From an optimization exercise on the open Yosys and OpenROAD flow, aimed at small area; shortcuts taken in it are not production practice.
The RTL was checked by simulation tests, not by an equivalence proof against the original design.
No activity file was given, so power comes from the tool's default toggle rates.

$ cat flow/flow/run.sh
#!/bin/bash
# Own layout flow: the standard flow, except that synthesis maps the logic
# for area (no full-adder extraction or Kogge-Stone carry chains, and an ABC
# script with &deepsyn and area-oriented mapping). Registers are untouched, so
# they keep the standard synthesis's names and cell types. Every tool's output
# goes to a log in this folder (orfs/logs/... and the *.log files here).
set -euo pipefail
W=$(pwd)
F=$W/flow

# synthesis body: ORFS's synth.tcl with the two changes above
python3 - "$FLOW_HOME/scripts/synth.tcl" "$W/synth_body.tcl" "$F/abc_area.script" <<'PY'
import sys
src, dst, scr = sys.argv[1:4]
t = open(src).read()
a = '"-extra-map $::env(FLOW_HOME)/platforms/common/lcu_kogge_stone.v"'
assert t.count(a) == 1
t = t.replace(a, '""')
a = "if {\n  [env_var_exists_and_non_empty ADDER_MAP_FILE] &&"
assert t.count(a) == 1
t = t.replace(a, "if {\n  0 && [env_var_exists_and_non_empty ADDER_MAP_FILE] &&")
a = "  log_cmd abc {*}$abc_args\n"
assert t.count(a) == 1
t = t.replace(a, "  set abc_args [lreplace $abc_args 1 1 {%s}]\n" % scr + a)
open(dst, "w").write(t)
PY
sed "s#source \$::env(SCRIPTS_DIR)/synth.tcl#source {$W/synth_body.tcl}#" synth_recipe.tcl > my_synth.tcl
grep -q "synth_body.tcl" my_synth.tcl
sed "s#SYNTH_SCRIPT=[^ ]*#SYNTH_SCRIPT=$W/my_synth.tcl#" standard.sh > my_standard.sh
grep -q "SYNTH_SCRIPT=$W/my_synth.tcl" my_standard.sh

bash my_standard.sh BUFFER_PORTS_ARGS="-buffer_cell sky130_fd_sc_hd__buf_1" finish > flow_make.log 2>&1
$ cat flow/flow/abc_area.script
strash
&get -n
&st
&deepsyn -J 20 -T 200
&dch -f
&nf -a -R 1000
&put
$ cat flow/standard.sh
#!/bin/bash
# synth_recipe.tcl (not shown) runs the flow's synth.tcl, then flattens the netlist and writes it again
# the make line also repeats each setting of config.mk as NAME=value (left out here)
make -C /OpenROAD-flow-scripts/flow DESIGN_CONFIG=/design/flow/config.mk WORK_HOME=/design/flow/orfs CLKGATE_MAP_FILE= SYNTH_SCRIPT=/design/flow/synth_recipe.tcl "${@:-finish}"
$ cat flow/config.mk
export PLATFORM = sky130hd
export DESIGN_NAME = sev_seg_dis
export DESIGN_NICKNAME = sev_seg_dis
export VERILOG_FILES = /design/flow/design.v
export SDC_FILE = /design/flow/constraint.sdc
export NUM_CORES = 4
export LEC_CHECK = 0
export CAP_MARGIN = 0
export CORE_MARGIN = 2
export CORE_UTILIZATION = 40
export CTS_BUF_LIST = sky130_fd_sc_hd__clkbuf_8
export GPL_TIMING_DRIVEN = 0
export SLEW_MARGIN = 0
$ cat flow/constraint.sdc
create_clock -name core_clock -period 15.0 [get_ports {clk}]
set_input_delay 3.0000 -clock core_clock [delete_from_list [all_inputs] [get_ports {clk}]]
set_output_delay 3.0000 -clock core_clock [all_outputs]
set_load 0.01 [all_outputs]
$ cat flow/design.v
`timescale 1ns / 1ps
module sev_seg_dis(
    input rst,
    input btnU,
    input btnC,
    input btnD,
    input clk,
    input btnL,
    input btnR,
    output reg [6:0] seg,
    output [3:0] an,
    output [15:0] led
    );
    reg [4:0] seg_0, seg_1, seg_2, seg_3;
    reg [6:0] cp;
    reg [8:0] q;
    reg       f;
    reg       fe;
    reg [9:0] ml;
    reg [3:0] r;
    reg [3:0] e;
    reg [3:0] v0, v1, v2, v3;
    reg [1:0] ds;
    reg [1:0] sn;
    reg [3:0] prev;
    wire [6:0] c = cp ^ {&cp[5:0], &cp[4:0], &cp[3:0], &cp[2:0], &cp[1:0], cp[0], 1'b1};
    wire [1:0] s = c[6:5];
    wire       kclr = f | ds[1];
    wire [8:0] qi = q ^ {&q[7:0], &q[6:0], &q[5:0], &q[4:0], &q[3:0], &q[2:0], &q[1:0], q[0], 1'b1};
    wire [8:0] k = kclr ? 9'd0 : qi;
    wire eU = btnU & ~prev[0];
    wire eD = btnD & ~prev[1];
    wire eL = btnL & ~prev[2];
    wire eR = btnR & ~prev[3];
    wire clr = btnC | rst;
    wire [4:0] s3b = clr ? 5'd1 : seg_3;
    wire [2:0] p = s3b[2:0];
    reg  [2:0] pn;
    always @(*) begin
        pn = p;
        if (eU) begin
            case (p)
                3'd1: pn = 3'd0;
                3'd2: pn = 3'd1;
                3'd3: pn = 3'd0;
                3'd4: pn = 3'd3;
                default: ;
            endcase
        end else if (eD) begin
            case (p)
                3'd0: pn = 3'd1;
                3'd1: pn = 3'd2;
                3'd3: pn = 3'd4;
                3'd4: pn = 3'd2;
                default: ;
            endcase
        end else if (eL) begin
            case (p)
                3'd0: pn = 3'd3;
                3'd1: pn = 3'd4;
                3'd2: pn = 3'd4;
                default: ;
            endcase
        end else if (eR) begin
            case (p)
                3'd3: pn = 3'd1;
                3'd4: pn = 3'd1;
                default: ;
            endcase
        end
    end
    wire [4:0] s3n = s3b[4] ? s3b : {2'b00, pn};
    wire [3:0] s0b = clr ? 4'd15 : seg_0[3:0];
    wire [3:0] s1b = clr ? 4'd15 : seg_1[3:0];
    wire [3:0] s2b = clr ? 4'd15 : seg_2[3:0];
    reg [3:0] rmd;
    always @(*) begin
        case (c[4:0])
            5'd0: rmd = 4'd10;
            5'd1: rmd = 4'd10;
            5'd2: rmd = 4'd10;
            5'd3: rmd = 4'd10;
            5'd4: rmd = 4'd10;
            5'd5: rmd = 4'd10;
            5'd6: rmd = 4'd10;
            5'd7: rmd = 4'd10;
            5'd8: rmd = 4'd10;
            5'd9: rmd = 4'd10;
            5'd10: rmd = 4'd10;
            5'd11: rmd = 4'd10;
            5'd12: rmd = 4'd10;
            5'd13: rmd = 4'd10;
            5'd14: rmd = 4'd10;
            5'd15: rmd = 4'd10;
            5'd16: rmd = 4'd1;
            5'd17: rmd = 4'd8;
            5'd18: rmd = 4'd15;
            5'd19: rmd = 4'd6;
            5'd20: rmd = 4'd13;
            5'd21: rmd = 4'd4;
            5'd22: rmd = 4'd11;
            5'd23: rmd = 4'd2;
            5'd24: rmd = 4'd9;
            5'd25: rmd = 4'd0;
            5'd26: rmd = 4'd7;
            5'd27: rmd = 4'd14;
            5'd28: rmd = 4'd5;
            5'd29: rmd = 4'd12;
            5'd30: rmd = 4'd3;
            5'd31: rmd = 4'd10;
            default: rmd = 4'd0;
        endcase
    end
    wire [3:0] g = {fe ^ s[1], ~s[1] | (fe & ~c[0]), ~fe & ~s[1], s[0]};
    wire ea_1s = e[0] ^ c[4] ^ ml[8];
    wire ea_1c = (e[0] & c[4]) | (e[0] & ml[8]) | (c[4] & ml[8]);
    wire ea_2s = e[1] ^ c[4] ^ ml[8];
    wire ea_2c = (e[1] & c[4]) | (e[1] & ml[8]) | (c[4] & ml[8]);
    wire ea_3s = ea_1c ^ ea_2s;
    wire ea_3c = ea_1c & ea_2s;
    wire ea_4s = e[2] ^ c[4] ^ ea_2c;
    wire ea_4c = (e[2] & c[4]) | (e[2] & ea_2c) | (c[4] & ea_2c);
    wire ea_5s = ea_3c ^ ea_4s;
    wire ea_5c = ea_3c & ea_4s;
    wire ea_6s = e[3] ^ ea_4c ^ ea_5c;
    wire [3:0] en = {ea_6s, ea_5s, ea_3s, ea_1s};
    wire xa_1s = r[0] ^ s0b[0] ^ s1b[0];
    wire xa_1c = (r[0] & s0b[0]) | (r[0] & s1b[0]) | (s0b[0] & s1b[0]);
    wire xa_2s = 1'b1 ^ xa_1s;
    wire xa_2c = 1'b1 & xa_1s;
    wire xa_3s = r[1] ^ s0b[1] ^ s1b[1];
    wire xa_3c = (r[1] & s0b[1]) | (r[1] & s1b[1]) | (s0b[1] & s1b[1]);
    wire xa_4s = xa_1c ^ xa_2c ^ xa_3s;
    wire xa_4c = (xa_1c & xa_2c) | (xa_1c & xa_3s) | (xa_2c & xa_3s);
    wire xa_5s = r[2] ^ s0b[2] ^ s1b[2];
    wire xa_5c = (r[2] & s0b[2]) | (r[2] & s1b[2]) | (s0b[2] & s1b[2]);
    wire xa_6s = xa_3c ^ xa_4c ^ xa_5s;
    wire xa_6c = (xa_3c & xa_4c) | (xa_3c & xa_5s) | (xa_4c & xa_5s);
    wire xa_7s = r[3] ^ s0b[3] ^ s1b[3];
    wire xa_8s = xa_5c ^ xa_6c ^ xa_7s;
    wire [3:0] x = {xa_8s, xa_6s, xa_4s, xa_2s};
    wire na_1s = btnU ^ btnD ^ btnL;
    wire na_1c = (btnU & btnD) | (btnU & btnL) | (btnD & btnL);
    wire na_2s = btnR ^ na_1s;
    wire na_2c = btnR & na_1s;
    wire na_3s = na_1c ^ na_2c;
    wire na_3c = na_1c & na_2c;
    wire [2:0] nb = {na_3c, na_3s, na_2s};
    wire ra_1s = (en[0] & x[0]) ^ (r[0] & g[0]) ^ (rmd[0] & nb[0]);
    wire ra_1c = ((en[0] & x[0]) & (r[0] & g[0])) | ((en[0] & x[0]) & (rmd[0] & nb[0])) | ((r[0] & g[0]) & (rmd[0] & nb[0]));
    wire ra_2s = c[2] ^ c[0] ^ (s[0] & c[0]);
    wire ra_2c = (c[2] & c[0]) | (c[2] & (s[0] & c[0])) | (c[0] & (s[0] & c[0]));
    wire ra_3s = s2b[0] ^ s3n[0] ^ 1'b1;
    wire ra_3c = (s2b[0] & s3n[0]) | (s2b[0] & 1'b1) | (s3n[0] & 1'b1);
    wire ra_4s = ra_1s ^ ra_2s ^ ra_3s;
    wire ra_4c = (ra_1s & ra_2s) | (ra_1s & ra_3s) | (ra_2s & ra_3s);
    wire ra_5s = (en[0] & x[1]) ^ (en[1] & x[0]) ^ (r[0] & g[1]);
    wire ra_5c = ((en[0] & x[1]) & (en[1] & x[0])) | ((en[0] & x[1]) & (r[0] & g[1])) | ((en[1] & x[0]) & (r[0] & g[1]));
    wire ra_6s = (r[1] & g[0]) ^ (rmd[0] & nb[1]) ^ (rmd[1] & nb[0]);
    wire ra_6c = ((r[1] & g[0]) & (rmd[0] & nb[1])) | ((r[1] & g[0]) & (rmd[1] & nb[0])) | ((rmd[0] & nb[1]) & (rmd[1] & nb[0]));
    wire ra_7s = c[3] ^ c[1] ^ (s[0] & c[1]);
    wire ra_7c = (c[3] & c[1]) | (c[3] & (s[0] & c[1])) | (c[1] & (s[0] & c[1]));
    wire ra_8s = (s[1] & c[0]) ^ s2b[1] ^ s3n[1];
    wire ra_8c = ((s[1] & c[0]) & s2b[1]) | ((s[1] & c[0]) & s3n[1]) | (s2b[1] & s3n[1]);
    wire ra_9s = ra_1c ^ ra_2c ^ ra_3c;
    wire ra_9c = (ra_1c & ra_2c) | (ra_1c & ra_3c) | (ra_2c & ra_3c);
    wire ra_10s = ra_4c ^ 1'b1 ^ ra_5s;
    wire ra_10c = (ra_4c & 1'b1) | (ra_4c & ra_5s) | (1'b1 & ra_5s);
    wire ra_11s = ra_6s ^ ra_7s ^ ra_8s;
    wire ra_11c = (ra_6s & ra_7s) | (ra_6s & ra_8s) | (ra_7s & ra_8s);
    wire ra_12s = ra_9s ^ ra_10s ^ ra_11s;
    wire ra_12c = (ra_9s & ra_10s) | (ra_9s & ra_11s) | (ra_10s & ra_11s);
    wire ra_13s = (en[0] & x[2]) ^ (en[1] & x[1]) ^ (en[2] & x[0]);
    wire ra_13c = ((en[0] & x[2]) & (en[1] & x[1])) | ((en[0] & x[2]) & (en[2] & x[0])) | ((en[1] & x[1]) & (en[2] & x[0]));
    wire ra_14s = (r[0] & g[2]) ^ (r[1] & g[1]) ^ (r[2] & g[0]);
    wire ra_14c = ((r[0] & g[2]) & (r[1] & g[1])) | ((r[0] & g[2]) & (r[2] & g[0])) | ((r[1] & g[1]) & (r[2] & g[0]));
    wire ra_15s = (rmd[0] & nb[2]) ^ (rmd[1] & nb[1]) ^ (rmd[2] & nb[0]);
    wire ra_15c = ((rmd[0] & nb[2]) & (rmd[1] & nb[1])) | ((rmd[0] & nb[2]) & (rmd[2] & nb[0])) | ((rmd[1] & nb[1]) & (rmd[2] & nb[0]));
    wire ra_16s = c[4] ^ c[2] ^ (s[0] & c[2]);
    wire ra_16c = (c[4] & c[2]) | (c[4] & (s[0] & c[2])) | (c[2] & (s[0] & c[2]));
    wire ra_17s = (s[1] & c[1]) ^ s2b[2] ^ s3n[2];
    wire ra_17c = ((s[1] & c[1]) & s2b[2]) | ((s[1] & c[1]) & s3n[2]) | (s2b[2] & s3n[2]);
    wire ra_18s = ra_5c ^ ra_6c ^ ra_7c;
    wire ra_18c = (ra_5c & ra_6c) | (ra_5c & ra_7c) | (ra_6c & ra_7c);
    wire ra_19s = ra_8c ^ ra_9c ^ ra_10c;
    wire ra_19c = (ra_8c & ra_9c) | (ra_8c & ra_10c) | (ra_9c & ra_10c);
    wire ra_20s = ra_11c ^ ra_12c ^ 1'b1;
    wire ra_20c = (ra_11c & ra_12c) | (ra_11c & 1'b1) | (ra_12c & 1'b1);
    wire ra_21s = ra_13s ^ ra_14s ^ ra_15s;
    wire ra_21c = (ra_13s & ra_14s) | (ra_13s & ra_15s) | (ra_14s & ra_15s);
    wire ra_22s = ra_16s ^ ra_17s ^ ra_18s;
    wire ra_22c = (ra_16s & ra_17s) | (ra_16s & ra_18s) | (ra_17s & ra_18s);
    wire ra_23s = ra_19s ^ ra_20s ^ ra_21s;
    wire ra_23c = (ra_19s & ra_20s) | (ra_19s & ra_21s) | (ra_20s & ra_21s);
    wire ra_24s = ra_22s ^ ra_23s;
    wire ra_24c = ra_22s & ra_23s;
    wire ra_25s = (en[0] & x[3]) ^ (en[1] & x[2]) ^ (en[2] & x[1]);
    wire ra_26s = (en[3] & x[0]) ^ (r[0] & g[3]) ^ (r[1] & g[2]);
    wire ra_27s = (r[2] & g[1]) ^ (r[3] & g[0]) ^ (rmd[1] & nb[2]);
    wire ra_28s = (rmd[2] & nb[1]) ^ (rmd[3] & nb[0]) ^ c[5];
    wire ra_29s = c[3] ^ (s[1] & c[2]) ^ s2b[3];
    wire ra_30s = s3n[3] ^ ra_13c ^ ra_14c;
    wire ra_31s = ra_15c ^ ra_16c ^ ra_17c;
    wire ra_32s = ra_18c ^ ra_19c ^ ra_20c;
    wire ra_33s = ra_21c ^ ra_22c ^ ra_23c;
    wire ra_34s = ra_24c ^ ra_25s ^ ra_26s;
    wire ra_35s = ra_27s ^ ra_28s ^ ra_29s;
    wire ra_36s = ra_30s ^ ra_31s ^ ra_32s;
    wire ra_37s = ra_33s ^ ra_34s ^ ra_35s;
    wire ra_38s = ra_36s ^ ra_37s;
    wire [3:0] rn = {ra_38s, ra_24s, ra_12s, ra_4s};
    wire ds3 = ds == 2'd3;
    wire low = v3 == 4'd0 && v2 == 4'd0 && v0[2:0] == 3'd4;
    wire sc7  = ds3 ? &v3[2:0] : low && v1 == 4'd0;
    wire sc17 = !ds3 && low && v1 == 4'd1;
    wire sc27 = !ds3 && low && v1 == 4'd2;
    reg  mt;
    always @(*) begin
        case (sn)
            2'd0: mt = ml[9:8] == 2'b11 && !ml[0];
            2'd1: mt = ml[9:8] == 2'b10 &&  ml[0];
            2'd2: mt = ml[9:8] == 2'b01 &&  ml[0];
            default: mt = ml[9:8] == 2'b01 && !ml[0];
        endcase
    end
    wire ev = !clr && (&ml[7:1]) && mt;
    wire [9:0] mli = ml ^ {&ml[8:0], &ml[7:0], &ml[6:0], &ml[5:0], &ml[4:0], &ml[3:0], &ml[2:0], &ml[1:0], ml[0], 1'b1};
    reg hit;
    always @(*) begin
        case (pn)
            3'd0: hit = seg_2 == 5'd0 || seg_2 == 5'd5 || seg_2 == 5'd6 || seg_2 == 5'd10 || seg_2 == 5'd15;
            3'd1: hit = seg_2 == 5'd1 || seg_2 == 5'd6 || seg_2 == 5'd7 || seg_2 == 5'd13 || seg_2 == 5'd14 || seg_2 == 5'd15;
            3'd2: hit = seg_2 == 5'd2 || seg_2 == 5'd5 || seg_2 == 5'd7 || seg_2 == 5'd11 || seg_2 == 5'd12 || seg_2 == 5'd15;
            3'd3: hit = seg_2 == 5'd3 || seg_2 == 5'd8 || seg_2 == 5'd9 || seg_2 == 5'd11 || seg_2 == 5'd13;
            3'd4: hit = seg_2 == 5'd4 || seg_2 == 5'd8 || seg_2 == 5'd10 || seg_2 == 5'd12 || seg_2 == 5'd14;
            default: hit = 1'b0;
        endcase
    end
    wire lose = (hit && !s3b[4]) || ds == 2'd1;
    wire n0 = v0[3] & v0[0];
    wire n1 = v1[3] & v1[0];
    wire n2 = v2[3] & v2[0];
    wire wrap = v3[3] & v2[0] & n1 & v0[0];
    wire i1 = n0;
    wire i2 = n0 & n1;
    wire i3 = n0 & n1 & n2;
    wire [3:0] v0i = wrap ? 4'd0 : {(v0[3] & ~v0[0]) | (v0[2] & v0[1] & v0[0]), v0[2] ^ (v0[1] & v0[0]), (v0[1] ^ v0[0]) & ~v0[3], ~v0[0]};
    wire [3:0] v1i = wrap ? 4'd0 : !i1 ? v1 : {(v1[3] & ~v1[0]) | (v1[2] & v1[1] & v1[0]), v1[2] ^ (v1[1] & v1[0]), (v1[1] ^ v1[0]) & ~v1[3], ~v1[0]};
    wire [3:0] v2i = wrap ? 4'd0 : !i2 ? v2 : {(v2[3] & ~v2[0]) | (v2[2] & v2[1] & v2[0]), v2[2] ^ (v2[1] & v2[0]), (v2[1] ^ v2[0]) & ~v2[3], ~v2[0]};
    wire [3:0] v3i = wrap ? 4'd0 : !i3 ? v3 : v3 + 4'd1;
    wire [1:0] sp = cp[6:5];
    wire jr0 = fe & ~|c;
    wire [4:0] dsel = jr0 ? 5'd0 :
                      sp == 2'd0 ? seg_0 :
                      sp == 2'd1 ? seg_1 :
                      sp == 2'd2 ? seg_2 : seg_3;
    always @(*) begin
        case (dsel)
            0:  seg = 7'b1111110;
            1:  seg = 7'b0111111;
            2:  seg = 7'b1110111;
            3:  seg = 7'b1011111;
            4:  seg = 7'b1101111;
            5:  seg = 7'b1110110;
            6:  seg = 7'b0111110;
            7:  seg = 7'b0110111;
            8:  seg = 7'b1001111;
            9:  seg = 7'b1011110;
            10: seg = 7'b1001110;
            11: seg = 7'b1000111;
            12: seg = 7'b1100111;
            13: seg = 7'b0011111;
            14: seg = 7'b0101111;
            15: seg = 7'b0110110;
            16: seg = 7'b1000111;
            17: seg = 7'b1000000;
            18: seg = 7'b0010010;
            19: seg = 7'b0000110;
            20: seg = 7'b1000000;
            21: seg = 7'b1111001;
            22: seg = 7'b0100100;
            23: seg = 7'b0110000;
            24: seg = 7'b0011001;
            25: seg = 7'b0010010;
            26: seg = 7'b0000010;
            27: seg = 7'b1111000;
            28: seg = 7'b0000000;
            29: seg = 7'b0011000;
            default: seg = 7'b1111111;
        endcase
    end
    assign an = {s != 2'd3, s != 2'd2, s != 2'd1, s != 2'd0};
    wire [3:0] lk = q[8:5];
    wire [7:0] l;
    assign l[0] = lk == 4'd0 || lk == 4'd14 || lk == 4'd15;
    assign l[1] = lk == 4'd0 || lk == 4'd1 || lk == 4'd13;
    assign l[2] = lk == 4'd0 || lk == 4'd2 || lk == 4'd12;
    assign l[3] = lk == 4'd0 || lk == 4'd3 || lk == 4'd11;
    assign l[4] = lk == 4'd0 || lk == 4'd4 || lk == 4'd10;
    assign l[5] = lk == 4'd0 || lk == 4'd5 || lk == 4'd9;
    assign l[6] = lk == 4'd0 || lk == 4'd6 || lk == 4'd8;
    assign l[7] = lk == 4'd0 || lk == 4'd7;
    assign led = {l[0], l[1], l[2], l[3], l[4], l[5], l[6], l[7],
                  l[7], l[6], l[5], l[4], l[3], l[2], l[1], l[0]};
    always @(posedge clk) begin
        if (rst) begin
            seg_3 <= 5'd1;
            cp <= 7'd127;
            fe <= 1'b1;
            ml <= 10'd0;
            r <= 4'd0;
            e <= 4'd1;
            prev <= 4'd0;
        end else begin
            seg_3 <= s3n;
            cp <= c;
            fe <= fe & ~(c[6] & c[0]);
            ml[0] <= btnC | (~ev & mli[0]);
            r <= rn;
            e <= en;
            prev[0] <= btnU;
            prev[1] <= btnD & (prev[1] | ~eU);
            prev[2] <= btnL & (prev[2] | ~(eU | eD));
            prev[3] <= btnR & (prev[3] | ~(eU | eD | eL));
        end
        q <= {k[8:6] | {3{rst}}, k[5:0]};
        f <= clr;
        ml[9:1] <= (clr | ev) ? 9'd0 : mli[9:1];
        seg_0 <= {seg_0[4] | clr, s0b};
        seg_1 <= {seg_1[4] | clr, s1b};
        seg_2 <= {seg_2[4] | clr, s2b};
        sn <= clr ? 2'd0 : sc7 ? 2'd1 : sc17 ? 2'd2 : sc27 ? 2'd3 : sn;
        if (clr) begin
            v3 <= 4'd8; v2 <= 4'd1; v1 <= 4'd8; v0 <= 4'd9;
            ds <= 2'd0;
        end else if (ev) begin
            if (lose) begin
                seg_3 <= 5'd16;
                seg_2 <= 5'd17;
                seg_1 <= 5'd18;
                seg_0 <= 5'd19;
                ds <= ds + 2'd1;
            end else if (ds == 2'd2) begin
                seg_0 <= {1'b1, v0[3] ^ v0[2], ~v0[2], v0[1:0]};
                seg_1 <= {1'b1, v1[3] ^ v1[2], ~v1[2], v1[1:0]};
                seg_2 <= {1'b1, v2[3] ^ v2[2], ~v2[2], v2[1:0]};
                seg_3 <= {1'b1, v3[3] ^ v3[2], ~v3[2], v3[1:0]};
                ds <= 2'd3;
            end else if (ds == 2'd0) begin
                seg_2 <= seg_1;
                seg_1 <= seg_0;
                seg_0 <= {1'b0, rn};
                v0 <= v0i; v1 <= v1i; v2 <= v2i; v3 <= v3i;
            end
        end
    end
endmodule
==> notes.md, run 1 <==
| Result | Reported | Unit |
|:---|:---|:---|
| Outcome | complete, no violations | - |
| Fraction of met2 tracks used by global routing | 0.3370 | - |
| Pwr/cell area | 248.0 | nW/um^2 |
| Number of CTS-inserted buffers | 9 | - |
| Rel. slew slack | 0.2811 | - |
| Number of nets in the layout | 751 | - |
| Netlist area before placement | 5161 | um^2 |
| Maximum fanout along the worst path | 22 | - |
| Share of the synthesized area in the top cell type | 0.3103 | - |
| Post-route ant nets | 0 | - |
| Effective utilization at floorplan | 0.4090 | - |
| Period minus WS final | 8.634 | ns |
| Final routed wirelength across all metal layers | 13800 | um |
| Period Utilization, post-route | 0.5756 | - |
| Sequential area share after synthesis | 0.3103 | - |
| Cell type with the highest aggregate area in the netlist | dfxtp_1 | - |
| Resized cells post-CTS | 0 | - |
| Critical path type | in -> reg | - |
| Via count of the first global-routing pass | 4805 | - |
| Non-filler instance count after layout | 921 | - |
| Layer with the highest usage | met2 | - |
| Place WS | 6.042 | ns |
| Final worst setup slack | 6.366 | ns |
| IR drop worst, VDD | 0.0002115 | V |
| Worst hold path class | reg -> reg | - |
| Worst Setup Start Kind | primary input | - |
| Final core utilization | 0.4538 | - |
| Clock tree from TritonCTS | built | - |
| Area of the core | 12620 | um^2 |
| Setup TNS | 0 | ns |
| Critical Path RT | 15.27 | ns |
| Number of fillers in the final layout | 1330 | - |
| Register-to-register path setup slack | 9.69 | ns |
| Most used flip-flop cell after synthesis | dfxtp_1 | - |
| HPWL Detailed | 10360 | um |
| Final number of max-transition violations | 0 | - |
| Final hold viol count | 0 | - |
| Syn nets | 705 | - |
| Total routing resource utilization after global routing | 0.2044 | - |
| Clock edge transition at the registers on the reported setup and hold paths | 0.09 | ns |
| Mapped Avg Cell Area | 7.394 | um^2 |
| Clock root cell | clkbuf_8 | - |
| Number of distinct standard cells referenced by the synthesized netlist | 50 | - |
| CTS Hold Buffers Added | 0 | - |
| Average vias per placed instance | 5.570 | - |
| Fraction of met1 tracks used by global routing | 0.2642 | - |
| Met3 Use GR | 0.02955 | - |
| Die H | 117.6 | um |
| Critical Path Sink Type | register | - |
| Total power of the final layout | 0.001420 | W |
| Drt pass-1 iters | 5 | - |
| Async S/R FF share, synth | 0 | - |
| IO Pins | 34 | - |
| Share of layout cells above drive strength 1 | 0.03471 | - |
| Post-detailed-route wirelength per cell | 14.98 | um |
| Growth of design area from synthesis to finish | 10.96 | % |
| Maximum number of buffers from clock root to sink | 2 | - |
| Transition time at the pin with the least slew margin | 1.067 | ns |
| Arrival time at the worst endpoint | 8.91 | ns |
| Maxcap violations | 0 | - |
| Remaining design rule violation count | 0 | - |
| Cell total after placement | 905 | - |
| Total inserted antenna cells | 0 | - |
| H-tree levels | 3 | - |
| Vias after detailed routing | 5130 | - |
| Number of antenna violations at the first check in global routing | 0 | - |
| Fin Clk Skew | 0.01516 | ns |
| Synth Warn # | 1 | - |
| Iteration-0 DRC Markers | 245 | - |
| Gate count after technology mapping | 698 | - |
| Grt ovf | 0 | - |
| Die span in x | 117.6 | um |
| Pleak | 1.967 | nW |
| Num rows | 41 | - |
| Buffers added on ports | 33 | - |
| Final weighted congestion in routability-driven placement | 0.8273 | - |
| Setup Viol. Count Final | 0 | - |
| Total die area | 13830 | um^2 |
| Max Clk Rate | 0.1158 | GHz |
| Wire length of the first global-routing pass | 23140 | um |
| Post-synthesis sequential element count | 80 | - |
| Number of flops mapped to enable cells by yosys | 0 | - |
| Leading cell types by total area after synthesis | dfxtp_1 (31%), xnor2_1 (9.8%), nor2_1 (7.1%) | - |
| Latest clock arrival within the worst-skew pair | 0.38 | ns |
| Count of buffers added by post-CTS timing repair for setup | 0 | - |
| Clock sink count | 80 | - |
| Pin count of the biggest net entering global routing | 23 | - |
| Unrepaired setup endpoints after global routing | false | - |
-- flip-flops by register name, summed over array words and instances, names as in the netlist --
name,cells
cp,7
sn,2
v0,4
e,4
v1,4
seg_1,5
v2,4
ds,2
seg_3,5
seg_2,5
r,4
ml,10
seg_0,5
prev,4
q,9
v3,4
fe,1
f,1
-- power by group --
group / internal [W] / leakage (nW) / total (W) / switching, W
Combinational: 0.000416 / 1.21 / 0.000988 / 0.000573
Clock: 0.0000823 / 0.105 / 0.000167 / 0.0000850
Sequential: 0.000234 / 0.653 / 0.000265 / 0.0000308
-- through the flow --
| stage | cell area (um^2) | hold slack (ns) |
|---|---|---|
| CTS | 5727 | 0.4714 |
| global route | 5727 | 0.4944 |
| global placement | 5500 | 0.4426 |
| detailed placement | 5522 | 0.4587 |
| floorplan | 5161 | 0.4303 |
| finish | 5727 | 0.4709 |
-- cell families after synthesis --
family,Yosys count,share of synthesized area
AO/OA/AOI/OAI,182,0.2126
buffers and inverters,32,0.02909
adder cells (fa/ha/maj),12,0.02327
flip-flops,80,0.3103
multiplexers,4,0.008000
AND/OR/NAND/NOR,303,0.2725
XOR/XNOR,85,0.1442
-- final cells by class --
| type | instances | area, um^2 | share of cell area |
|---|---|---|---|
| multi-input combinational | 586 | 3416 | 0.5965 |
| timing repair buffer | 35 | 138.9 | 0.02425 |
| clock buffer | 10 | 137.6 | 0.02403 |
| clock inverter | 6 | 67.56 | 0.01180 |
| inverter | 24 | 90.09 | 0.01573 |
| tap | 172 | 215.2 | 0.03758 |
| sequential | 80 | 1602 | 0.2797 |
| buffer | 8 | 60.06 | 0.01049 |
-- Yosys cell counts (all sizes together) (2+ instances only) --
master	count
a2111oi	2
a211oi	7
a21o	5
a21oi	61
a221oi	4
a22oi	2
a31oi	8
and2	9
and3	10
buf	8
clkinv	24
dfxtp	80
maj3	12
mux2i	3
nand2	80
nand2b	17
nand3	25
nand4	4
nor2	98
nor2b	8
nor3	20
nor3b	3
nor4	7
o211ai	8
o21ai	48
o221ai	2
o22a	3
o22ai	14
o31ai	4
o32ai	3
or2	12
or3	5
or4	2
xnor2	58
xor2	27
-- per-layer routing --
layer	vias up	routed length, um
li1	2570	-
met1	2407	6419
met2	128	6496
met3	25	525
met4	0	354
met5	-	0
-- critical path, cell delays in order --
cell      delay, ns
buf_1          0.30
nor2_1         0.50
clkinv_1       0.78
a21oi_1        0.35
a21o_1         0.13
nand2_1        0.07
o22ai_1        0.47
o21ai_0        0.24
o211ai_1       0.13
a21oi_1        0.06
a41oi_1        0.18
o221ai_1       0.15
a21oi_1        0.26
nor2_1         0.14
nor4_2         0.56
buf_4          0.28
xnor2_1        0.13
nand2_1        0.08
a21oi_1        0.40
nand4_1        0.26
xor2_1         0.21
a211oi_1       0.21
-- cells in the final DEF (no fill, tap or decap), drive strengths merged, types with 2 or more instances in the layout --
cell	Yosys	layout
nand2	80	80
a221oi	4	4
o221ai	2	2
o31ai	4	4
mux2i	3	3
a21o	5	5
or4	2	2
a2111oi	2	2
and2	9	9
maj3	12	12
clkbuf	0	10
a22oi	2	2
nor3b	3	3
clkinv	24	25
or2	12	12
and3	10	10
nor3	20	20
dfxtp	80	80
nand2b	17	17
nor4	7	7
xor2	27	27
nor2b	8	8
a211oi	7	7
inv	0	3
buf	8	43
a21oi	61	61
xnor2	58	58
nor2	98	98
a31oi	8	8
o32ai	3	3
nand3	25	25
o22a	3	3
o21ai	48	48
o211ai	8	8
or3	5	5
nand4	4	4
o22ai	14	14
-- path summary, 6_finish.rpt --
check                   to   from  cells past startpoint
setup / recovery     v2[1]    rst                     22
hold / removal        q[0]   q[0]                      1
setup reg to reg  seg_0[3]  cp[0]                     19
hold reg to reg       q[0]   q[0]                      1
==> run 2: changes to the inputs <==
--- a/flow/flow/run.sh
+++ b/flow/flow/run.sh
@@ -29,4 +29,4 @@
 sed "s#SYNTH_SCRIPT=[^ ]*#SYNTH_SCRIPT=$W/my_synth.tcl#" standard.sh > my_standard.sh
 grep -q "SYNTH_SCRIPT=$W/my_synth.tcl" my_standard.sh
 
-bash my_standard.sh BUFFER_PORTS_ARGS="-buffer_cell sky130_fd_sc_hd__buf_1" finish > flow_make.log 2>&1
+bash my_standard.sh CTS_ARGS="-sink_clustering_enable -repair_clock_nets -buf_list sky130_fd_sc_hd__clkbuf_16 -sink_clustering_size 40 -sink_clustering_max_diameter 200 -sink_buffer_max_cap_derate 1.0 -sink_clustering_levels 1" BUFFER_PORTS_ARGS="-buffer_cell sky130_fd_sc_hd__buf_1" finish > flow_make.log 2>&1
==> flow/config.mk (replaced) <==
export PLATFORM = sky130hd
export DESIGN_NAME = sev_seg_dis
export DESIGN_NICKNAME = sev_seg_dis
export VERILOG_FILES = /design/flow/design.v
export SDC_FILE = /design/flow/constraint.sdc
export NUM_CORES = 4
export LEC_CHECK = 0
export CAP_MARGIN = 20
export CORE_MARGIN = 2
export CORE_UTILIZATION = 40
export CTS_BUF_LIST = sky130_fd_sc_hd__clkbuf_8
export SLEW_MARGIN = 20
==> notes.md, run 2 <==
| Result | Reported | Unit |
|:---|:---|:---|
| Area of the core | 12620 | um^2 |
| Clock sink count | 80 | - |
| Final weighted congestion in routability-driven placement | 0.8660 | - |
| Final number of max-transition violations | 0 | - |
| Via count of the first global-routing pass | 4871 | - |
| Critical Path Sink Type | register | - |
| Syn nets | 705 | - |
| Max reg flops | 10 | - |
| Resized cells post-CTS | 0 | - |
| Mapped Avg Cell Area | 7.394 | um^2 |
| H-tree levels | 3 | - |
| Most used cells in the layout excluding fill and tap cells | nor2_1 (98), nand2_1 (80), dfxtp_1 (80), a21oi_1 (61), xnor2_1 (58) | - |
| Worst r2r dst | seg_0[3] | - |
| Period minus WS final | 7.348 | ns |
| Reg2reg start | cp[0] | - |
| Worst hold path class | reg -> reg | - |
| Pwr/cell area | 246.3 | nW/um^2 |
| Critical Path RT | 15.25 | ns |
| Transition time at the pin with the least slew margin | 0.9373 | ns |
| Most common library cell in the layout ignoring fill and taps | nor2_1 | - |
| Largest registers | ml (10), q (9), cp (7) | - |
| Gate count after technology mapping | 698 | - |
| Setup Viol. Count Final | 0 | - |
| IR drop worst, VDD | 0.0001664 | V |
| Final hold viol count | 0 | - |
| Remaining design rule violation count | 0 | - |
| Cell type with the highest aggregate area in the netlist | dfxtp_1 | - |
| Post-route ant nets | 0 | - |
| Total die area | 13830 | um^2 |
| Drt pass-1 iters | 7 | - |
| Rel. slew slack | 0.3685 | - |
| Number of CTS-inserted buffers | 9 | - |
| Growth of design area from synthesis to finish | 11.25 | % |
| Clock root cell | clkbuf_16 | - |
| Share of layout cells above drive strength 1 | 0.02423 | - |
| Effective utilization at floorplan | 0.4090 | - |
| Register-to-register path setup slack | 9.76 | ns |
| Critical path type | in -> reg | - |
| Register with the highest flop count | ml | - |
| Netlist area before placement | 5161 | um^2 |
| Number of distinct standard cells referenced by the synthesized netlist | 50 | - |
| Final core utilization | 0.4550 | - |
| Unrepaired setup endpoints after global routing | false | - |
| Outcome | complete, no violations | - |
| IO Pins | 34 | - |
| Pin count of the biggest net entering global routing | 23 | - |
| Buffers added on ports | 33 | - |
| Setup TNS | 0 | ns |
| Sequential area share after synthesis | 0.3103 | - |
| Most frequent cells after synthesis | nor2_1 (98), dfxtp_1 (80), nand2_1 (80) | - |
| Number of antenna violations at the first check in global routing | 0 | - |
| Wire length of the first global-routing pass | 23620 | um |
| Clock edge transition at the registers on the reported setup and hold paths | 0.06 | ns |
| Count of buffers added by post-CTS timing repair for setup | 0 | - |
| Number of nets in the layout | 745 | - |
| Latest clock arrival within the worst-skew pair | 0.35 | ns |
| Number of flops mapped to enable cells by yosys | 0 | - |
| Synth Warn # | 1 | - |
| Max Clk Rate | 0.1361 | GHz |
| CTS Hold Buffers Added | 0 | - |
| Total inserted antenna cells | 0 | - |
| Fin Clk Skew | 0.009352 | ns |
| Iteration-0 DRC Markers | 401 | - |
| Async S/R FF share, synth | 0 | - |
| Die H | 117.6 | um |
| Final routed wirelength across all metal layers | 13970 | um |
| Pleak | 1.962 | nW |
| Num rows | 41 | - |
| Clock tree from TritonCTS | built | - |
| HPWL Detailed | 10510 | um |
| Average vias per placed instance | 5.608 | - |
| Worst Setup Start Kind | primary input | - |
| Source of the critical timing path | rst | - |
| Die span in x | 117.6 | um |
| Leading cell types by total area after synthesis | dfxtp_1 (31%), xnor2_1 (9.8%), nor2_1 (7.1%) | - |
| Arrival time at the worst endpoint | 7.60 | ns |
| Count of cells along the worst register-to-register path | 19 | - |
| Most common cell in the synthesized netlist | nor2_1 | - |
| Vias after detailed routing | 5131 | - |
| Post-detailed-route wirelength per cell | 15.26 | um |
| Period Utilization, post-route | 0.4899 | - |
| Total routing resource utilization after global routing | 0.2066 | - |
| Maximum fanout along the worst path | 18 | - |
| Most used flip-flop cell after synthesis | dfxtp_1 | - |
| Worst setup path end | v2[2] | - |
| Share of the synthesized area in the top cell type | 0.3103 | - |
| Grt ovf | 0 | - |
| Maxcap violations | 0 | - |
| Maximum number of buffers from clock root to sink | 2 | - |
| Post-synthesis sequential element count | 80 | - |
-- run 2: layer usage --
metal  GRT usage  routed length (um)  vias to the layer above
li1            -                   -                     2549
met5           0                   0                        -
met4     0.06476                 254                        0
met2      0.3520                6660                      151
met3     0.04603                 682                       31
met1      0.2600                6369                     2400
-- run 2: area by class of cell --
| type | count | area, um^2 |
|---|---|---|
| clock buffers | 9 | 225.2 |
| repair buffers | 37 | 153.9 |
| clock inverters | 7 | 40.04 |
| flip-flops and latches | 80 | 1602 |
| inverters | 24 | 90.09 |
| fillers | 1311 | 6878 |
| well taps | 172 | 215.2 |
| multi-input cells | 586 | 3416 |
-- run 2: kinds of logic after synthesis --
| kind of cell | share of synthesized area |
|---|---|
| DFF | 0.3103 |
| AOI/OAI and AO/OA | 0.2126 |
| and+or+nand+nor | 0.2725 |
| xor gates and xnor gates | 0.1442 |
| muxes | 0.008000 |
| adders and majority gates | 0.02327 |
| buffers and inverters | 0.02909 |
-- run 2: per-stage QoR --
stage / cells / hold WS, ns / instance area [um^2] / power, W / setup slack, ns
after global placement: 899 / 0.4432 / 5477 / 0.001193 / 7.429
final: 915 / 0.4685 / 5742 / 0.001414 / 7.652
after CTS: 915 / 0.4742 / 5742 / 0.001413 / 7.442
after global routing: 915 / 0.5115 / 5742 / 0.001526 / 7.091
after detailed placement: 899 / 0.4657 / 5477 / 0.001206 / 7.130
after floorplan: 698 / 0.4303 / 5161 / 0.001018 / 6.817
-- run 2: worst min path at each step --
stage                     from   end  slack (ns)  cells after the start
after floorplan           q[0]  q[0]        0.43                      1
after global placement    q[0]  q[0]        0.44                      1
after detailed placement  q[1]  q[1]        0.47                      1
after CTS                 q[1]  q[1]        0.47                      1
after global routing      q[3]  q[3]        0.51                      1
final                     q[0]  q[0]        0.47                      1
-- run 2: critical path: stages --
cell       delay (ns)
buf_1            0.48
nor2_1           0.12
buf_4            0.24
o21ai_0          0.09
a21oi_1          0.07
nand2_1          0.12
nand2b_1         0.08
o22ai_1          0.46
xnor2_1          0.19
nor4_1           0.24
a311oi_1         0.09
a2111oi_0        0.51
a21oi_1          0.14
nor2_1           0.26
nor4_2           0.06
buf_4            0.20
xnor2_1          0.14
nand2_1          0.08
a21oi_1          0.33
nand4_1          0.24
a21o_1           0.22
o31ai_1          0.20
-- run 2: where the power goes --
| part | internal (W) | total (W) | switching [W] |
|---|---|---|---|
| Clock | 0.000110 | 0.000199 | 0.0000889 |
| Sequential | 0.000234 | 0.000264 | 0.0000303 |
| Combinational | 0.000414 | 0.000951 | 0.000536 |
| Total | 0.000759 | 0.00141 | 0.000655 |
==> run 3: changes to the inputs <==
--- a/flow/flow/run.sh
+++ b/flow/flow/run.sh
@@ -29,4 +29,4 @@
 sed "s#SYNTH_SCRIPT=[^ ]*#SYNTH_SCRIPT=$W/my_synth.tcl#" standard.sh > my_standard.sh
 grep -q "SYNTH_SCRIPT=$W/my_synth.tcl" my_standard.sh
 
-bash my_standard.sh CTS_ARGS="-sink_clustering_enable -repair_clock_nets -buf_list sky130_fd_sc_hd__clkbuf_16 -sink_clustering_size 40 -sink_clustering_max_diameter 200 -sink_buffer_max_cap_derate 1.0 -sink_clustering_levels 1" BUFFER_PORTS_ARGS="-buffer_cell sky130_fd_sc_hd__buf_1" finish > flow_make.log 2>&1
+bash my_standard.sh CTS_ARGS="-sink_clustering_enable -repair_clock_nets -buf_list sky130_fd_sc_hd__clkbuf_8 -sink_clustering_size 30 -sink_clustering_max_diameter 200 -sink_buffer_max_cap_derate 1.0" BUFFER_PORTS_ARGS="-buffer_cell sky130_fd_sc_hd__buf_1" finish > flow_make.log 2>&1
==> notes.md, run 3 <==
| Result | Reported | Unit |
|:---|:---|:---|
| Worst hold path class | reg -> reg | - |
| Netlist area before placement | 5161 | um^2 |
| Gate count after technology mapping | 698 | - |
| Setup Viol. Count Final | 0 | - |
| Synth Warn # | 1 | - |
| Syn nets | 705 | - |
| Reg2reg start | cp[0] | - |
| Place WS | 7.130 | ns |
| Largest registers | ml (10), q (9), cp (7) | - |
| Fin Clk Skew | 0.01324 | ns |
| Maximum number of buffers from clock root to sink | 2 | - |
| Remaining design rule violation count | 0 | - |
| Hold Path Origin | q[0] | - |
| Net Sw Power | 0.0006474 | W |
| IO Pins | 34 | - |
| Max reg flops | 10 | - |
| Growth of design area from synthesis to finish | 9.479 | % |
| Number of flops mapped to enable cells by yosys | 0 | - |
| Final core utilization | 0.4477 | - |
| Total inserted antenna cells | 0 | - |
| Effective utilization at floorplan | 0.4090 | - |
| Average vias per placed instance | 5.550 | - |
| Cell type with the highest aggregate area in the netlist | dfxtp_1 | - |
| Total die area | 13830 | um^2 |
| Most used cells in the layout excluding fill and tap cells | nor2_1 (98), nand2_1 (80), dfxtp_1 (80), a21oi_1 (61), xnor2_1 (58) | - |
| Final routed wirelength across all metal layers | 13980 | um |
| Grt ovf | 0 | - |
| HPWL Detailed | 10510 | um |
| Worst Setup Start Kind | primary input | - |
| Critical Path Sink Type | register | - |
| Placed cell area | 5477 | um^2 |
| Clock tree from TritonCTS | built | - |
| Most common cell in the synthesized netlist | nor2_1 | - |
| Iteration-0 DRC Markers | 402 | - |
| Count of buffers added by post-CTS timing repair for setup | 0 | - |
| Clock power frac | 0.108 | - |
| Final weighted congestion in routability-driven placement | 0.8660 | - |
| Outcome | complete, no violations | - |
| Max Clk Rate | 0.1367 | GHz |
| Clock edge transition at the registers on the reported setup and hold paths | 0.08 | ns |
| Number of fillers in the final layout | 1328 | - |
| Area of the core | 12620 | um^2 |
| Proportion of total power due to net switching | 0.4764 | - |
| IR drop worst, VDD | 0.0001619 | V |
| Final hold viol count | 0 | - |
| Period minus WS final | 7.316 | ns |
| Share of the synthesized area in the top cell type | 0.3103 | - |
| H-tree levels | 3 | - |
| Mapped Avg Cell Area | 7.394 | um^2 |
| Transition time at the pin with the least slew margin | 0.9574 | ns |
| Vias after detailed routing | 5078 | - |
| Clock sink count | 80 | - |
| Post-route design area | 5650 | um^2 |
| Buffers added on ports | 33 | - |
| Sequential area share after synthesis | 0.3103 | - |
| Fraction of power consumed by sequential logic | 0.194 | - |
| Number of antenna violations at the first check in global routing | 0 | - |
| Num rows | 41 | - |
| Number of CTS-inserted buffers | 9 | - |
| Pwr/cell area | 240.5 | nW/um^2 |
| Clock root cell | clkbuf_8 | - |
| Latest clock arrival within the worst-skew pair | 0.38 | ns |
| Number of nets in the layout | 745 | - |
| Post-detailed-route wirelength per cell | 15.27 | um |
| Pleak | 1.921 | nW |
| Wire length of the first global-routing pass | 23580 | um |
| Async S/R FF share, synth | 0 | - |
| Leading cell types by total area after synthesis | dfxtp_1 (31%), xnor2_1 (9.8%), nor2_1 (7.1%) | - |
| Share of layout cells above drive strength 1 | 0.02557 | - |
| Most used flip-flop cell after synthesis | dfxtp_1 | - |
| Post-synthesis sequential element count | 80 | - |
| Final worst setup slack | 7.684 | ns |
| Period Utilization, post-route | 0.4877 | - |
| Resized cells post-CTS | 0 | - |
| Most common library cell in the layout ignoring fill and taps | nor2_1 | - |
| Critical path type | in -> reg | - |
| Most frequent cells after synthesis | nor2_1 (98), dfxtp_1 (80), nand2_1 (80) | - |
| Die span in x | 117.6 | um |
| Arrival time at the worst endpoint | 7.60 | ns |
| Unrepaired setup endpoints after global routing | false | - |
| Setup TNS | 0 | ns |
| Pin count of the biggest net entering global routing | 23 | - |
| Source of the critical timing path | rst | - |
| Via count of the first global-routing pass | 4868 | - |
| Critical Path RT | 15.28 | ns |
| Final number of max-transition violations | 0 | - |
| Maxcap violations | 0 | - |
| Total power of the final layout | 0.001359 | W |
| Die H | 117.6 | um |
| Internal power | 0.0007115 | W |
| Total routing resource utilization after global routing | 0.2069 | - |
| Drt pass-1 iters | 5 | - |
| Maximum fanout along the worst path | 18 | - |
| Rel. slew slack | 0.3550 | - |
| CTS Hold Buffers Added | 0 | - |
| Register with the highest flop count | ml | - |
| Post-route ant nets | 0 | - |
| Comb power frac | 0.698 | - |
| Number of distinct standard cells referenced by the synthesized netlist | 50 | - |
[run 3: cell type report]
cell class              instances  area [um^2]  share of cell area
clock buffers                  10        137.6             0.02436
clock inverters                 6        36.28            0.006422
inverters                      24        90.09             0.01594
multi-input cells             586         3416              0.6045
flip-flops and latches         80         1602              0.2834
well taps                     172        215.2             0.03809
repair buffers                 37        153.9             0.02724
[run 3: cells by family after synthesis]
family,synth area share
AOI/OAI and AO/OA,0.2126
xor gates and xnor gates,0.1442
adders and majority gates,0.02327
buffers and inverters,0.02909
DFF,0.3103
muxes,0.008000
and+or+nand+nor,0.2725
[run 3: metrics by stage]
stage          cells  hold WS (ns)
4_1_cts          915        0.4771
5_1_grt          915        0.5167
3_3_place_gp     899        0.4432
3_5_place_dp     899        0.4657
6_report         915        0.4730
2_1_floorplan    698        0.4303
[run 3: path summary, 6_finish.rpt]
kind              cells after the start  slack [ns]       end
hold / removal                        1        0.47      q[0]
setup / recovery                     22        7.68     v2[2]
setup reg to reg                     19        9.74  seg_0[3]
hold reg to reg                       1        0.47      q[0]
[run 3: metal layers]
layer | share of wire | global-route usage | up-vias | wire (um)
met5 | 0 | 0 | - | 0
met4 | 0.019 | 0.07907 | 0 | 260
met3 | 0.039 | 0.03731 | 23 | 548
met2 | 0.48 | 0.3520 | 118 | 6686
met1 | 0.46 | 0.2604 | 2389 | 6479
li1 | - | - | 2548 | -
[run 3: power groups by stage]
stage	Sequential (W)	Combinational, W	Clock (W)
floorplan	0.000259	0.000760	0
global placement	0.000267	0.000926	0
detailed placement	0.000268	0.000938	0
CTS	0.000263	0.000945	0.000151
global route	0.000268	0.00105	0.000159
finish	0.000264	0.000949	0.000146
[run 3: worst max-delay path, stage by stage]
cell	delay (ns)
buf_1	0.48
nor2_1	0.12
buf_4	0.24
o21ai_0	0.09
a21oi_1	0.07
nand2_1	0.12
nand2b_1	0.08
o22ai_1	0.47
xnor2_1	0.19
nor4_1	0.24
a311oi_1	0.09
a2111oi_0	0.51
a21oi_1	0.13
nor2_1	0.27
nor4_2	0.06
buf_4	0.20
xnor2_1	0.14
nand2_1	0.08
a21oi_1	0.34
nand4_1	0.24
a21o_1	0.22
o31ai_1	0.20
==> run 4: changes to the inputs <==
--- a/flow/design.v
+++ b/flow/design.v
@@ -244,10 +244,13 @@
     wire i1 = n0;
     wire i2 = n0 & n1;
     wire i3 = n0 & n1 & n2;
-    wire [3:0] v0i = wrap ? 4'd0 : {(v0[3] & ~v0[0]) | (v0[2] & v0[1] & v0[0]), v0[2] ^ (v0[1] & v0[0]), (v0[1] ^ v0[0]) & ~v0[3], ~v0[0]};
-    wire [3:0] v1i = wrap ? 4'd0 : !i1 ? v1 : {(v1[3] & ~v1[0]) | (v1[2] & v1[1] & v1[0]), v1[2] ^ (v1[1] & v1[0]), (v1[1] ^ v1[0]) & ~v1[3], ~v1[0]};
-    wire [3:0] v2i = wrap ? 4'd0 : !i2 ? v2 : {(v2[3] & ~v2[0]) | (v2[2] & v2[1] & v2[0]), v2[2] ^ (v2[1] & v2[0]), (v2[1] ^ v2[0]) & ~v2[3], ~v2[0]};
-    wire [3:0] v3i = wrap ? 4'd0 : !i3 ? v3 : v3 + 4'd1;
+    wire [3:0] v0i = {((v0[3] & ~v0[0]) | (v0[2] & v0[1] & v0[0])) & ~wrap, v0[2] ^ (v0[1] & v0[0]), (v0[1] ^ v0[0]) & ~v0[3] & ~wrap, ~v0[0]};
+    wire [3:0] v1n = !i1 ? v1 : {(v1[3] & ~v1[0]) | (v1[2] & v1[1] & v1[0]), v1[2] ^ (v1[1] & v1[0]), (v1[1] ^ v1[0]) & ~v1[3], ~v1[0]};
+    wire [3:0] v1i = {v1n[3] & ~wrap, v1n[2:1], v1n[0] & ~wrap};
+    wire [3:0] v2n = !i2 ? v2 : {(v2[3] & ~v2[0]) | (v2[2] & v2[1] & v2[0]), v2[2] ^ (v2[1] & v2[0]), (v2[1] ^ v2[0]) & ~v2[3], ~v2[0]};
+    wire [3:0] v2i = {v2n[3] & ~wrap, v2n[2:1], v2n[0] & ~wrap};
+    wire [3:0] v3n = !i3 ? v3 : v3 + 4'd1;
+    wire [3:0] v3i = {v3n[3] & ~wrap, v3n[2:0]};
     wire [1:0] sp = cp[6:5];
     wire jr0 = fe & ~|c;
     wire [4:0] dsel = jr0 ? 5'd0 :
@@ -291,15 +294,18 @@
     end
     assign an = {s != 2'd3, s != 2'd2, s != 2'd1, s != 2'd0};
     wire [3:0] lk = q[8:5];
+    wire [2:0] ka = lk[2:0];
+    wire [2:0] kt = lk[3] ? ~ka - 3'd1 : ka;
+    wire       kz = lk == 4'd0;
     wire [7:0] l;
-    assign l[0] = lk == 4'd0 || lk == 4'd14 || lk == 4'd15;
-    assign l[1] = lk == 4'd0 || lk == 4'd1 || lk == 4'd13;
-    assign l[2] = lk == 4'd0 || lk == 4'd2 || lk == 4'd12;
-    assign l[3] = lk == 4'd0 || lk == 4'd3 || lk == 4'd11;
-    assign l[4] = lk == 4'd0 || lk == 4'd4 || lk == 4'd10;
-    assign l[5] = lk == 4'd0 || lk == 4'd5 || lk == 4'd9;
-    assign l[6] = lk == 4'd0 || lk == 4'd6 || lk == 4'd8;
-    assign l[7] = lk == 4'd0 || lk == 4'd7;
+    assign l[0] = kz | (lk[3] & ka[2] & ka[1]);
+    assign l[1] = kz | (kt == 3'd1);
+    assign l[2] = kz | (kt == 3'd2);
+    assign l[3] = kz | (kt == 3'd3);
+    assign l[4] = kz | (kt == 3'd4);
+    assign l[5] = kz | (kt == 3'd5);
+    assign l[6] = kz | (kt == 3'd6);
+    assign l[7] = kz | (lk == 4'd7);
     assign led = {l[0], l[1], l[2], l[3], l[4], l[5], l[6], l[7],
                   l[7], l[6], l[5], l[4], l[3], l[2], l[1], l[0]};
     always @(posedge clk) begin
==> flow/flow/run.sh (replaced) <==
#!/bin/bash
# Own layout flow: the standard flow, except that synthesis maps the logic
# for area: no full-adder extraction or Kogge-Stone carry chains, and ABC runs
# an area script (&deepsyn, then area-oriented mapping) from four random seeds,
# keeping the smallest result. Registers are untouched, so they keep the
# standard synthesis's names and cell types. Port buffers are buf_1 cells.
# Every tool's output goes to a log in this folder (flow_make.log and the ORFS
# logs under orfs/logs/).
set -euo pipefail
W=$(pwd)
F=$W/flow

for s in 0 1 2 3; do
  sed "s/&deepsyn \(.*\)/\&deepsyn \1 -S $s/" "$F/abc_area.script" > "$W/abc_seed$s.script"
done

# synthesis body: ORFS's synth.tcl with the changes above
python3 - "$FLOW_HOME/scripts/synth.tcl" "$W/synth_body.tcl" "$W" <<'PY'
import sys
src, dst, w = sys.argv[1:4]
t = open(src).read()
a = '"-extra-map $::env(FLOW_HOME)/platforms/common/lcu_kogge_stone.v"'
assert t.count(a) == 1
t = t.replace(a, '""')
a = "if {\n  [env_var_exists_and_non_empty ADDER_MAP_FILE] &&"
assert t.count(a) == 1
t = t.replace(a, "if {\n  0 && [env_var_exists_and_non_empty ADDER_MAP_FILE] &&")
a = "  log_cmd abc {*}$abc_args\n"
assert t.count(a) == 1
t = t.replace(a, """  design -save my_pre_abc
  set my_best -1
  foreach my_seed {0 1 2 3} {
    design -load my_pre_abc
    log_cmd abc {*}[lreplace $abc_args 1 1 "%s/abc_seed${my_seed}.script"]
    set my_stat [tee -q -s result.string stat {*}$lib_args]
    if {![regexp {Chip area for module [^:]*: ([0-9.]+)} $my_stat -> my_area]} {
      error "no area in stat output"
    }
    puts "abc seed $my_seed: area $my_area"
    if {$my_best < 0 || $my_area < $my_best} {
      set my_best $my_area
      design -save my_best_abc
    }
  }
  design -load my_best_abc
  puts "abc: kept area $my_best"
""" % w)
open(dst, "w").write(t)
PY
sed "s#source \$::env(SCRIPTS_DIR)/synth.tcl#source {$W/synth_body.tcl}#" synth_recipe.tcl > my_synth.tcl
grep -q "synth_body.tcl" my_synth.tcl
sed "s#SYNTH_SCRIPT=[^ ]*#SYNTH_SCRIPT=$W/my_synth.tcl#" standard.sh > my_standard.sh
grep -q "SYNTH_SCRIPT=$W/my_synth.tcl" my_standard.sh

bash my_standard.sh BUFFER_PORTS_ARGS="-buffer_cell sky130_fd_sc_hd__buf_1" finish > flow_make.log 2>&1
==> notes.md, run 4 <==
| Result | Reported | Unit |
|:---|:---|:---|
| Outcome | complete, no violations | - |
| Cells along the critical path | buf_1 > buf_4 > nor2_1 > buf_4 > clkinv_1 > a21oi_1 > o21ai_0 > a21oi_1 > mux2i_1 > and2_0 > nor2_1 > nor2_1 > nor3_1 > nor2_1 > maj3_1 > xor2_1 > xnor2_1 > nand2_1 > a32oi_1 > xnor2_1 > o21ai_0 > a221o_1 | - |
| Number of flops mapped to enable cells by yosys | 0 | - |
| Total routing resource utilization after global routing | 0.2017 | - |
| Sequential area share after synthesis | 0.3067 | - |
| Fin Clk Skew | 0.01481 | ns |
| Maxcap violations | 0 | - |
| Leading cell types by total area after synthesis | dfxtp_1 (31%), xnor2_1 (11%), nand2_1 (6.0%) | - |
| Vias after detailed routing | 5137 | - |
| Maximum number of buffers from clock root to sink | 2 | - |
| Setup TNS | 0 | ns |
| IR drop worst, VDD | 0.0002046 | V |
| Critical path buffer and inverter count | 4 | - |
| Average vias per placed instance | 5.670 | - |
| Async S/R FF share, synth | 0 | - |
| IO Pins | 34 | - |
| Cell at the slowest stage of the critical path | clkinv_1 | - |
| Proportion of total power due to net switching | 0.4785 | - |
| Clock tree from TritonCTS | built | - |
| Worst Setup Start Kind | primary input | - |
| Pwr/cell area | 241.1 | nW/um^2 |
| Pin count of the biggest net entering global routing | 27 | - |
| Cell occurring most often along the worst timing path | nor2_1 | - |
| Clock power frac | 0.117 | - |
| Worst path top cell family by delay | compound AO/OA/AOI/OAI gates | - |
| Die H | 118.3 | um |
| Register with the highest flop count | ml | - |
| Effective utilization at floorplan | 0.4121 | - |
| Placed cell area | 5529 | um^2 |
| Syn nets | 697 | - |
| Unrepaired setup endpoints after global routing | false | - |
| HPWL Detailed | 10380 | um |
| Wire length of the first global-routing pass | 22820 | um |
| Rel. slew slack | 0.3693 | - |
| Most common library cell in the layout ignoring fill and taps | nand2_1 | - |
| Number of CTS-inserted buffers | 9 | - |
| Arrival time at the worst endpoint | 8.37 | ns |
| Most frequent cells after synthesis | nand2_1 (83), dfxtp_1 (80), nor2_1 (76) | - |
| Post-synthesis sequential element count | 80 | - |
| Total inserted antenna cells | 0 | - |
| Slowest stage delay, CP | 0.66 | ns |
| Number of distinct standard cells referenced by the synthesized netlist | 51 | - |
| Max reg flops | 10 | - |
| Count of buffers added by post-CTS timing repair for setup | 0 | - |
| Clock sink count | 80 | - |
| Net Sw Power | 0.0006606 | W |
| Number of nets in the layout | 737 | - |
| Internal power | 0.0007199 | W |
| Latest clock arrival within the worst-skew pair | 0.38 | ns |
| Period minus WS final | 8.116 | ns |
| Num rows | 41 | - |
| Fraction of power consumed by sequential logic | 0.189 | - |
| CTS Hold Buffers Added | 0 | - |
| Drt pass-1 iters | 5 | - |
| Clock edge transition at the registers on the reported setup and hold paths | 0.08 | ns |
| Largest registers | ml (10), q (9), cp (7) | - |
| Most used cells in the layout excluding fill and tap cells | nand2_1 (83), dfxtp_1 (80), nor2_1 (76), xnor2_1 (63), a21oi_1 (57) | - |
| Most used flip-flop cell after synthesis | dfxtp_1 | - |
| Final number of max-transition violations | 0 | - |
| Cell type with the highest aggregate area in the netlist | dfxtp_1 | - |
| Iteration-0 DRC Markers | 355 | - |
| Gate count after technology mapping | 690 | - |
| Comb power frac | 0.694 | - |
| Synth Warn # | 1 | - |
| Growth of design area from synthesis to finish | 9.681 | % |
| H-tree levels | 3 | - |
| Max Clk Rate | 0.1232 | GHz |
| Total die area | 13980 | um^2 |
| Number of antenna violations at the first check in global routing | 0 | - |
| Resized cells post-CTS | 0 | - |
| Critical Path Sink Type | register | - |
| Remaining design rule violation count | 0 | - |
| Maximum fanout along the worst path | 26 | - |
| Post-route design area | 5727 | um^2 |
| Final routed wirelength across all metal layers | 13980 | um |
| Grt ovf | 0 | - |
| Pleak | 1.934 | nW |
| Share of the synthesized area in the top cell type | 0.3067 | - |
| Mapped Avg Cell Area | 7.567 | um^2 |
| Worst hold path class | reg -> reg | - |
| Transition time at the pin with the least slew margin | 0.9461 | ns |
| Period Utilization, post-route | 0.5411 | - |
| Netlist area before placement | 5221 | um^2 |
| Via count of the first global-routing pass | 4691 | - |
| Die span in x | 118.3 | um |
| Buffers added on ports | 33 | - |
| Setup Viol. Count Final | 0 | - |
| Critical path type | in -> reg | - |
| Final hold viol count | 0 | - |
| Post-route ant nets | 0 | - |
| Final weighted congestion in routability-driven placement | 0.8909 | - |
| Area of the core | 12670 | um^2 |
| Share of layout cells above drive strength 1 | 0.02725 | - |
| Number of fillers in the final layout | 1306 | - |
| Post-detailed-route wirelength per cell | 15.43 | um |
| Clock root cell | clkbuf_8 | - |
| Most common cell in the synthesized netlist | nand2_1 | - |
| Critical Path RT | 15.25 | ns |
run 4: worst register-to-register path, cell delays in order (launching register included):
cell     delay [ns]
dfxtp_1        0.63
and3_1         0.35
nand2_1        0.16
xnor2_1        0.53
xnor2_1        0.32
or2_0          0.33
xnor2_1        0.29
xnor2_1        0.21
nor2_1         0.10
nor3_1         0.34
nor2_1         0.15
maj3_1         0.40
xor2_1         0.27
xnor2_1        0.19
nand2_1        0.08
a32oi_1        0.19
xnor2_1        0.19
o21ai_0        0.14
a221o_1        0.36
run 4: power groups by stage:
stage	combinational [W]	sequential, W	clock, W
6_report	0.000958	0.000261	0.000161
5_1_grt	0.00107	0.000264	0.000174
4_1_cts	0.000947	0.000261	0.000167
3_5_place_dp	0.000939	0.000266	0
3_3_place_gp	0.000912	0.000264	0
2_1_floorplan	0.000751	0.000256	0
run 4: logic make-up (layout without fill, tap and decap cells):
family,count (synthesis),after routing,synth area share
XOR/XNOR,84,84,0.1409
multiplexers,1,1,0.001917
buffers and inverters,24,68,0.02301
AO/OA/AOI/OAI,200,200,0.2394
adder cells (fa/ha/maj),13,13,0.02492
flip-flops,80,80,0.3067
AND/OR/NAND/NOR,288,288,0.2631
run 4: cell type report:
| type | instances | area (um^2) | share of cell area |
|---|---|---|---|
| flip-flops and latches | 80 | 1602 | 0.2797 |
| well taps | 172 | 215.2 | 0.03758 |
| clock buffers | 9 | 123.9 | 0.02163 |
| inverters | 16 | 60.06 | 0.01049 |
| repair buffers | 37 | 151.4 | 0.02644 |
| clock inverters | 6 | 68.82 | 0.01202 |
| multi-input cells | 586 | 3506 | 0.6122 |
run 4: path summary, 6_finish.rpt:
path	depth (start not counted)	slack [ns]	end	from
worst max-delay path	22	6.88	seg_0[3]	rst
worst min-delay path	1	0.47	q[1]	q[1]
worst max register to register	18	9.66	seg_0[3]	cp[0]
worst min register to register	1	0.47	q[1]	q[1]
run 4: metrics by stage:
| stage | hold WS (ns) | cells | setup slack, ns | total power (W) | utilization |
|---|---|---|---|---|---|
| 2_1_floorplan | 0.4359 | 690 | 7.070 | 0.001008 | - |
| 3_3_place_gp | 0.4473 | 890 | 6.891 | 0.001176 | 0.4364 |
| 3_5_place_dp | 0.4584 | 890 | 6.592 | 0.001205 | 0.4364 |
| 4_1_cts | 0.4708 | 905 | 6.975 | 0.001375 | 0.4516 |
| 5_1_grt | 0.5056 | 906 | 6.442 | 0.001504 | 0.4520 |
| 6_report | 0.4694 | 906 | 6.884 | 0.001381 | 0.4520 |
run 4: layer usage:
metal | vias to the layer above | global-route usage | part of all wire
met5 | - | 0 | 0
met3 | 44 | 0.03861 | 0.050
met2 | 157 | 0.3284 | 0.46
met1 | 2372 | 0.2513 | 0.45
li1 | 2564 | - | -
met4 | 0 | 0.1069 | 0.041

==> static timing again, ports no longer ideal <==
The results above use ideal ports. As a check the final layouts listed here were re-extracted and re-timed, cells and wires unchanged. Step 1: set_driving_cell puts a clkbuf_16 on clk and a buf_2 on each other input, an assumption about the parent block. Step 2, shift: input delay + t, output delay - t, t = (earliest + latest rising clock arrival at the registers) / 2. This alone moves slack from input paths to output paths. a / b / c = ideal ports / drivers / drivers and shift; a / b = the first two.
run	shift t [ns]	setup slack, ns	worst register clock-pin slew, ns	worst data-port slew with drivers (ns)
run 1	0.404	6.366 / 6.384 / 5.980	0.09 / 0.09	0.03
run 2	0.382	7.652 / 7.668 / 7.286	0.07 / 0.07	0.03
run 3	0.405	7.684 / 7.695 / 7.290	0.09 / 0.09	0.03
run 4	0.406	6.884 / 6.901 / 6.494	0.09 / 0.09	0.03
After both steps setup and hold are still met in every run listed. The setup slack of run 3, which loses most, moves by +0.011 ns with the drivers and by -0.394 ns with both steps.
